Source: an optimization exercise on an open RTL-to-GDS flow (aim: small area, a short achievable clock period and few clock cycles per item). Production flows keep margins and buffers that such runs may drop.
The RTL was checked by simulation tests, not by an equivalence proof against the original design.

==> job 5358: inputs <==
==> flow/design.v <==
`timescale 1ns / 1ps
`default_nettype none
module kitten_fabric_tile #(
    parameter N_PRE       = 4096,
    parameter N_POST      = 4096,
    parameter ADDRW_PRE   = 13,
    parameter ADDRW_CSR   = 18,
    parameter ADDRW_POST  = 12,
    parameter PACK_WIDTH  = 8,
    parameter BRAM_DELAY  = 1
) (
    input  wire                  clk,
    input  wire                  rst,
    input  wire                  i_step_start,
    input  wire                  i_proj_done,
    output wire                  o_step_done,
    input  wire                  i_pre_spike_valid,
    input  wire [15:0]           i_pre_spike_idx,
    input  wire                  i_pre_spike,
    output wire                  o_pre_spike_ready,
    output wire                  o_post_spike_valid,
    output wire [PACK_WIDTH-1:0] o_post_spike_data,
    input  wire                  i_post_spike_ready,
    output wire [ADDRW_PRE-1:0]  o_indptr_addr,
    input  wire [31:0]           i_indptr_data,
    output wire [ADDRW_CSR-1:0]  o_indices_addr,
    input  wire [31:0]           i_indices_data,
    output wire [ADDRW_CSR-1:0]  o_values_addr,
    input  wire [15:0]           i_values_q_data,
    input  wire [15:0]           i_scale_q,
    output wire [ADDRW_POST-1:0] o_I_addr,
    output wire                  o_I_we,
    output wire [31:0]           o_I_din,
    input  wire [31:0]           i_I_dout,
    output wire [ADDRW_POST-1:0] o_v_addr,
    output wire                  o_v_we,
    output wire [31:0]           o_v_din,
    input  wire [31:0]           i_v_dout,
    input  wire [15:0]           i_alpha,
    input  wire [15:0]           i_v_th
);
    localparam [1:0] T_IDLE = 2'd0;
    localparam [1:0] T_PROJ = 2'd1;
    localparam [1:0] T_POP  = 2'd2;
    localparam [1:0] T_DONE = 2'd3;
    localparam [1:0] F_IDLE = 2'd0;    
    localparam [1:0] F_P0   = 2'd1;    
    localparam [1:0] F_P1   = 2'd2;    
    localparam [1:0] F_IT   = 2'd3;    
    reg  [1:0]  st;
    reg  [1:0]  fe;
    reg         ph;
    reg         rdy;
    reg  [12:0] pa;          
    reg  [18:0] k;           
    reg  [18:0] kend;        
    reg  [2:0]  ev;          
    reg  [3:0]  sv;          
    reg  [7:0]  NEG, ONE, TWO;    
    reg  [16:0] B;           
    reg  [15:0] vh;
    reg  [32:0] P;           
    reg  [31:0] rd;          
    reg  [31:0] acc;
    reg  [31:0] D;           
    reg  [11:0] AD;          
    reg  [11:0] aw;          
    reg         I_we, v_we;
    reg  [8:0]  pk;          
    reg  [7:0]  ow;
    reg         owv;
    reg         pdv;         
    wire pop  = (st == T_POP);
    wire proj = (st == T_PROJ);
    assign o_step_done        = (st == T_DONE);
    assign o_pre_spike_ready  = rdy;
    assign o_post_spike_valid = owv;
    assign o_post_spike_data  = ow;
    assign o_indptr_addr      = pa;
    assign o_indices_addr     = k[17:0];
    assign o_values_addr      = k[17:0];
    assign o_I_addr           = AD;
    assign o_v_addr           = AD;
    assign o_I_we             = I_we;
    assign o_v_we             = v_we;
    assign o_I_din            = D & {32{proj}};
    assign o_v_din            = D;
    wire [18:0] kend_cur = (fe == F_P1) ? i_indptr_data[18:0] : kend;
    wire        has      = (k != kend_cur);
    wire        last     = ((k + 19'd1) == kend_cur);
    wire        issue    = ((fe == F_P1) && has && !ph) || ((fe == F_IT) && !ph);
    wire        acc_ev   = i_pre_spike_valid && rdy &&
                           (proj || ((st == T_IDLE) && i_step_start));
    wire        proj_idle = (fe == F_IDLE) && !(|ev) && !I_we;
    wire        go_pop    = proj && proj_idle && pdv;
    reg  [32:0] prod;
    reg  [17:0] m;
    integer j;
    always @(*) begin
        prod = 33'd0;
        for (j = 0; j < 8; j = j + 1) begin
            m = ({18{ONE[j]}} & {B[16], B}) | ({18{TWO[j]}} & {B, 1'b0});
            m = m ^ {18{NEG[j]}};
            m[17] = ~m[17];
            prod = prod + ({15'd0, m} << (2*j));
            prod = prod - (33'd1 << (17 + 2*j));
        end
        prod = prod + {17'd0, 1'b0, NEG[7], 1'b0, NEG[6], 1'b0, NEG[5], 1'b0, NEG[4],
                       1'b0, NEG[3], 1'b0, NEG[2], 1'b0, NEG[1], 1'b0, NEG[0]};
    end
    wire [15:0] a_in = pop ? i_alpha : i_values_q_data;
    wire [16:0] a_x  = {a_in, 1'b0};
    reg  [7:0]  neg_n, one_n, two_n;
    integer q;
    always @(*) begin
        for (q = 0; q < 8; q = q + 1) begin
            neg_n[q] = a_x[2*q+2] & ~(a_x[2*q+1] & a_x[2*q]);
            one_n[q] = a_x[2*q+1] ^ a_x[2*q];
            two_n[q] = (a_x[2*q+2] & ~a_x[2*q+1] & ~a_x[2*q]) |
                       (~a_x[2*q+2] & a_x[2*q+1] & a_x[2*q]);
        end
    end
    wire [31:0] p_lo  = {{13{P[32]}}, P[32:14]};
    wire [31:0] p_hi  = {P[29:0], 2'b00};
    wire [31:0] sum   = (ph ? rd : acc) + (ph ? p_lo : p_hi);
    wire [31:0] th    = {{16{kend[15]}}, kend[15:0]};
    wire [32:0] dif33 = {acc[31], acc} - {th[31], th};
    wire [31:0] dif   = dif33[31:0];
    wire        spk   = !dif33[32];
    wire [31:0] vnew  = spk ? dif : acc;
    wire        fwd   = !pop && I_we && (AD == aw);
    wire        rd_issue = !k[12] && !((k[2:0] == 3'd7) && owv);
    always @(posedge clk or posedge rst) begin
        if (rst) begin
            st   <= T_IDLE;
            fe   <= F_IDLE;
            ph   <= 1'b0;
            rdy  <= 1'b1;
            ev   <= 3'd0;
            sv   <= 4'd0;
            I_we <= 1'b0;
            v_we <= 1'b0;
            owv  <= 1'b0;
            pdv  <= 1'b0;
        end else begin
            pdv <= i_proj_done && !i_pre_spike_valid;
            ph <= !ph;
            ev <= {ev[1:0], issue};
            case (st)
                T_IDLE: if (i_step_start) st <= T_PROJ;
                T_PROJ: if (go_pop) st <= T_POP;
                T_POP:  if (k[12] && !(|sv) && !v_we && !owv) st <= T_DONE;
                T_DONE: if (!i_step_start) st <= T_IDLE;
            endcase
            case (fe)
                F_P0: fe <= F_P1;
                F_P1: begin
                    if (!has) begin
                        fe  <= F_IDLE;
                        rdy <= 1'b1;
                    end else if (!ph) begin
                        if (last) begin
                            fe  <= F_IDLE;
                            rdy <= 1'b1;
                        end else begin
                            fe <= F_IT;
                        end
                    end else begin
                        fe <= F_IT;
                        if (last) rdy <= 1'b1;
                    end
                end
                F_IT: begin
                    if (!ph) begin
                        if (rdy) fe <= F_IDLE;
                    end else begin
                        if (last) rdy <= 1'b1;
                    end
                end
                default: ;
            endcase
            if (acc_ev) begin
                if (i_pre_spike) begin
                    fe  <= F_P0;
                    rdy <= 1'b0;
                end else begin
                    fe  <= F_IDLE;
                end
            end
            if (pop) begin
                if (ph) begin
                    I_we <= rd_issue;
                    v_we <= 1'b0;
                    sv   <= {sv[2:0], rd_issue};
                    if (sv[2]) begin
                        if (pk[1]) owv <= 1'b1;
                    end
                end else begin
                    I_we <= 1'b0;
                    v_we <= sv[3];
                end
            end else begin
                I_we <= ph ? ev[2] : 1'b0;
                v_we <= 1'b0;
                sv   <= 4'd0;
            end
            if (owv && i_post_spike_ready) owv <= 1'b0;
        end
    end
    always @(posedge clk) begin
        pa <= rdy ? i_pre_spike_idx[12:0] : pa + 13'd1;
        if (go_pop)
            k <= 19'd0;
        else if (pop) begin
            if (ph && rd_issue) k <= k + 19'd1;
        end else if (fe == F_P0)
            k <= i_indptr_data[18:0];
        else if (fe[1] && !ph)
            k <= k + 19'd1;
        if (pop)
            kend <= {3'd0, i_v_th};
        else if (fe == F_P1)
            kend <= i_indptr_data[18:0];
        if (!ph) begin
            NEG <= neg_n;
            ONE <= one_n;
            TWO <= two_n;
        end
        if (pop) B <= ph ? {1'b0, i_v_dout[15:0]} : {vh[15], vh};
        else     B <= {1'b0, i_scale_q};
        vh <= i_v_dout[31:16];
        P  <= prod;
        if (pop ? ph : !ph) rd <= fwd ? D : i_I_dout;
        acc <= sum;
        if (ph) D <= pop ? vnew : sum;
        if (pop) begin
            if (ph) begin
                AD <= k[11:0];
            end else begin
                AD <= aw;
                if (sv[3]) aw <= aw + 12'd1;
            end
        end else begin
            if (ph) begin
                AD <= aw;
                aw <= AD;
            end else begin
                AD <= i_indices_data[11:0];
            end
            if (go_pop) aw <= 12'd0;
        end
        if (!pop) pk <= 9'h100;
        else if (ph && sv[2]) begin
            if (pk[1]) begin
                ow <= {spk, pk[8:2]};
                pk <= 9'h100;
            end else begin
                pk <= {spk, pk[8:1]};
            end
        end
    end
endmodule
`default_nettype wire
==> flow/run.sh <==
#!/bin/bash
# synth_recipe.tcl (not shown) runs the flow's synth.tcl, then flattens the netlist and writes it again
# the make line also repeats each setting of config.mk as NAME=value (left out here)
make -C /OpenROAD-flow-scripts/flow DESIGN_CONFIG=/design/flow/config.mk WORK_HOME=/design/flow/orfs CLKGATE_MAP_FILE= SYNTH_SCRIPT=/design/flow/synth_recipe.tcl finish
==> flow/config.mk <==
export PLATFORM = sky130hd
export DESIGN_NAME = kitten_fabric_tile
export DESIGN_NICKNAME = kitten_fabric_tile
export VERILOG_FILES = /design/flow/design.v
export SDC_FILE = /design/flow/constraint.sdc
export NUM_CORES = 4
export LEC_CHECK = 0
export CAP_MARGIN = 20
export CORE_MARGIN = 2
export CORE_UTILIZATION = 40
export SLEW_MARGIN = 20
==> flow/constraint.sdc <==
create_clock -name core_clock -period 14.0 [get_ports {clk}]
set_input_delay 2.8000 -clock core_clock [delete_from_list [all_inputs] [get_ports {clk}]]
set_output_delay 2.8000 -clock core_clock [all_outputs]
set_load 0.01 [all_outputs]
==> job 6707 (differences from job 5358) <==
==> flow/design.v, changed modules only <==
module kitten_fabric_tile #(
    parameter N_PRE       = 4096,
    parameter N_POST      = 4096,
    parameter ADDRW_PRE   = 13,
    parameter ADDRW_CSR   = 18,
    parameter ADDRW_POST  = 12,
    parameter PACK_WIDTH  = 8,
    parameter BRAM_DELAY  = 1
) (
    input  wire                  clk,
    input  wire                  rst,
    input  wire                  i_step_start,
    input  wire                  i_proj_done,
    output wire                  o_step_done,
    input  wire                  i_pre_spike_valid,
    input  wire [15:0]           i_pre_spike_idx,
    input  wire                  i_pre_spike,
    output wire                  o_pre_spike_ready,
    output wire                  o_post_spike_valid,
    output wire [PACK_WIDTH-1:0] o_post_spike_data,
    input  wire                  i_post_spike_ready,
    output wire [ADDRW_PRE-1:0]  o_indptr_addr,
    input  wire [31:0]           i_indptr_data,
    output wire [ADDRW_CSR-1:0]  o_indices_addr,
    input  wire [31:0]           i_indices_data,
    output wire [ADDRW_CSR-1:0]  o_values_addr,
    input  wire [15:0]           i_values_q_data,
    input  wire [15:0]           i_scale_q,
    output wire [ADDRW_POST-1:0] o_I_addr,
    output wire                  o_I_we,
    output wire [31:0]           o_I_din,
    input  wire [31:0]           i_I_dout,
    output wire [ADDRW_POST-1:0] o_v_addr,
    output wire                  o_v_we,
    output wire [31:0]           o_v_din,
    input  wire [31:0]           i_v_dout,
    input  wire [15:0]           i_alpha,
    input  wire [15:0]           i_v_th
);
    localparam [1:0] T_IDLE = 2'd0;
    localparam [1:0] T_PROJ = 2'd1;
    localparam [1:0] T_POP  = 2'd2;
    localparam [1:0] T_DONE = 2'd3;
    localparam [1:0] F_IDLE = 2'd0;    
    localparam [1:0] F_P0   = 2'd1;    
    localparam [1:0] F_P1   = 2'd2;    
    localparam [1:0] F_IT   = 2'd3;    
    reg  [1:0]  st;
    reg  [1:0]  fe;
    reg         ph;
    reg         rdy;
    reg  [12:0] pa;          
    reg  [18:0] k;           
    reg  [18:0] kend;        
    reg  [2:0]  ev;          
    reg  [3:0]  sv;          
    reg  [15:0] A;           
    reg  [16:0] B;           
    reg  [15:0] vh;
    reg  [32:0] P;           
    reg  [31:0] rd;          
    reg  [31:0] acc;
    reg  [31:0] D;           
    reg  [11:0] AD;          
    reg  [11:0] aw;          
    reg         I_we, v_we;
    reg  [8:0]  pk;          
    reg  [7:0]  ow;
    reg         owv;
    wire pop  = (st == T_POP);
    wire proj = (st == T_PROJ);
    assign o_step_done        = (st == T_DONE);
    assign o_pre_spike_ready  = rdy;
    assign o_post_spike_valid = owv;
    assign o_post_spike_data  = ow;
    assign o_indptr_addr      = pa;
    assign o_indices_addr     = k[17:0];
    assign o_values_addr      = k[17:0];
    assign o_I_addr           = AD;
    assign o_v_addr           = AD;
    assign o_I_we             = I_we;
    assign o_v_we             = v_we;
    assign o_I_din            = D & {32{proj}};
    assign o_v_din            = D;
    wire [18:0] kend_cur = (fe == F_P1) ? i_indptr_data[18:0] : kend;
    wire        has      = (k < kend_cur);
    wire        last     = ((k + 19'd1) == kend_cur);
    wire        issue    = ((fe == F_P1) && has && !ph) || ((fe == F_IT) && !ph);
    wire        acc_ev   = i_pre_spike_valid && rdy &&
                           (proj || ((st == T_IDLE) && i_step_start));
    wire        proj_idle = (fe == F_IDLE) && !(|ev) && !I_we;
    wire signed [32:0] prod  = $signed(A) * $signed(B);
    wire [31:0] p_lo  = {{13{P[32]}}, P[32:14]};
    wire [31:0] p_hi  = {P[29:0], 2'b00};
    wire [31:0] sum   = (ph ? rd : acc) + (ph ? p_lo : p_hi);
    wire [31:0] th    = {{16{kend[15]}}, kend[15:0]};
    wire [31:0] dif   = acc - th;
    wire        spk   = !(($signed(acc)) < ($signed(th)));
    wire [31:0] vnew  = spk ? dif : acc;
    wire        fwd   = !pop && I_we && (AD == aw);
    wire        rd_issue = !k[12] && !((k[2:0] == 3'd7) && owv);
    always @(posedge clk or posedge rst) begin
        if (rst) begin
            st   <= T_IDLE;
            fe   <= F_IDLE;
            ph   <= 1'b0;
            rdy  <= 1'b1;
            ev   <= 3'd0;
            sv   <= 4'd0;
            I_we <= 1'b0;
            v_we <= 1'b0;
            owv  <= 1'b0;
        end else begin
            ph <= !ph;
            ev <= {ev[1:0], issue};
            case (st)
                T_IDLE: if (i_step_start) st <= T_PROJ;
                T_PROJ: if (proj_idle && !i_pre_spike_valid && i_proj_done) st <= T_POP;
                T_POP:  if (k[12] && !(|sv) && !v_we && !owv) st <= T_DONE;
                T_DONE: if (!i_step_start) st <= T_IDLE;
            endcase
            case (fe)
                F_P0: fe <= F_P1;
                F_P1: begin
                    if (!has) begin
                        fe  <= F_IDLE;
                        rdy <= 1'b1;
                    end else if (!ph) begin
                        if (last) begin
                            fe  <= F_IDLE;
                            rdy <= 1'b1;
                        end else begin
                            fe <= F_IT;
                        end
                    end else begin
                        fe <= F_IT;
                        if (last) rdy <= 1'b1;
                    end
                end
                F_IT: begin
                    if (!ph) begin
                        if (rdy) fe <= F_IDLE;
                    end else begin
                        if (last) rdy <= 1'b1;
                    end
                end
                default: ;
            endcase
            if (acc_ev) begin
                if (i_pre_spike) begin
                    fe  <= F_P0;
                    rdy <= 1'b0;
                end else begin
                    fe  <= F_IDLE;
                end
            end
            if (pop) begin
                if (ph) begin
                    I_we <= rd_issue;
                    v_we <= 1'b0;
                    sv   <= {sv[2:0], rd_issue};
                    if (sv[2]) begin
                        if (pk[1]) owv <= 1'b1;
                    end
                end else begin
                    I_we <= 1'b0;
                    v_we <= sv[3];
                end
            end else begin
                I_we <= ph ? ev[2] : 1'b0;
                v_we <= 1'b0;
                sv   <= 4'd0;
            end
            if (owv && i_post_spike_ready) owv <= 1'b0;
        end
    end
    always @(posedge clk) begin
        if (acc_ev)
            pa <= i_pre_spike_idx[12:0];
        else if (fe == F_P0)
            pa <= pa + 13'd1;
        if (proj && (st == T_PROJ) && i_proj_done && proj_idle && !i_pre_spike_valid)
            k <= 19'd0;
        else if (pop) begin
            if (ph && rd_issue) k <= k + 19'd1;
        end else if (fe == F_P0)
            k <= i_indptr_data[18:0];
        else if (issue)
            k <= k + 19'd1;
        if (pop)
            kend <= {3'd0, i_v_th};
        else if (fe == F_P1)
            kend <= i_indptr_data[18:0];
        if (!ph) A <= pop ? i_alpha : i_values_q_data;
        if (pop) B <= ph ? {1'b0, i_v_dout[15:0]} : {vh[15], vh};
        else     B <= {1'b0, i_scale_q};
        vh <= i_v_dout[31:16];
        P  <= prod;
        if (pop ? ph : !ph) rd <= fwd ? D : i_I_dout;
        acc <= sum;
        if (ph) D <= pop ? vnew : sum;
        if (pop) begin
            if (ph) begin
                AD <= k[11:0];
            end else begin
                AD <= aw;
                if (sv[3]) aw <= aw + 12'd1;
            end
        end else begin
            if (ph) begin
                AD <= aw;
                aw <= AD;
            end else begin
                AD <= i_indices_data[11:0];
            end
            if (proj_idle && !i_pre_spike_valid && i_proj_done) aw <= 12'd0;
        end
        if (!pop) pk <= 9'h100;
        else if (ph && sv[2]) begin
            if (pk[1]) begin
                ow <= {spk, pk[8:2]};
                pk <= 9'h100;
            end else begin
                pk <= {spk, pk[8:1]};
            end
        end
    end
endmodule
==> run summary <==
quantity	job 5358	job 6707
Outcome	timing/DRC/antenna clean	timing/DRC/antenna clean
Max frequency	164 MHz	145 MHz
Crit path required time	14.47 ns	14.43 ns
Layout cells sized above 1	6.91%	6.09%
Routed WL	69,400 um	73,600 um
Worst setup timing slack at the placement stage	8.12 ns	7.15 ns
Highest metal layer with signal wires	met4	met5
GRT met1 Usage	29.2%	27.9%
Routability congestion estimate from global placement	0.918	0.918
Via total after detailed routing	19.0k	20.4k
Met2 track demand over resource in global routing	38.5%	36.6%
Worst Min Path Start	ev[1]	ev[0]
Clock latency on the worst-skew pair	0.58 ns	0.56 ns
Critical path destination	P[31]	P[25]
Testbench counts of job 5358, summed over its fixed seeds: cycles 330,670, steps 24.
Testbench counts of job 6707, summed over its fixed seeds: cycles 330,670, steps 24.

==> re-timing with driven ports <==
The flow's constraints put no driver on any port. The routed layouts listed below were extracted and timed again, unchanged, in two steps. Step 1: set_driving_cell puts a clkbuf_16 on clk and a buf_2 on each other input, an assumption about the parent block. Step 2 times the ports against the registers' clock, not the clock port: input delays grow and output delays shrink by t, the midpoint of the rising clock arrivals with the driver on. Slacks: ideal / step 1 / step 2; pairs: ideal / step 1.
| run | t, ns | setup slack, ns | worst register clock-pin slew, ns |
|---|---|---|---|
| job 5358 | 0.613 | 7.921 / 7.921 / 7.921 | 0.07 / 0.07 |
| job 6707 | 0.597 | 7.081 / 7.081 / 7.081 | 0.06 / 0.06 |
After both steps setup and hold are still met in every run listed.
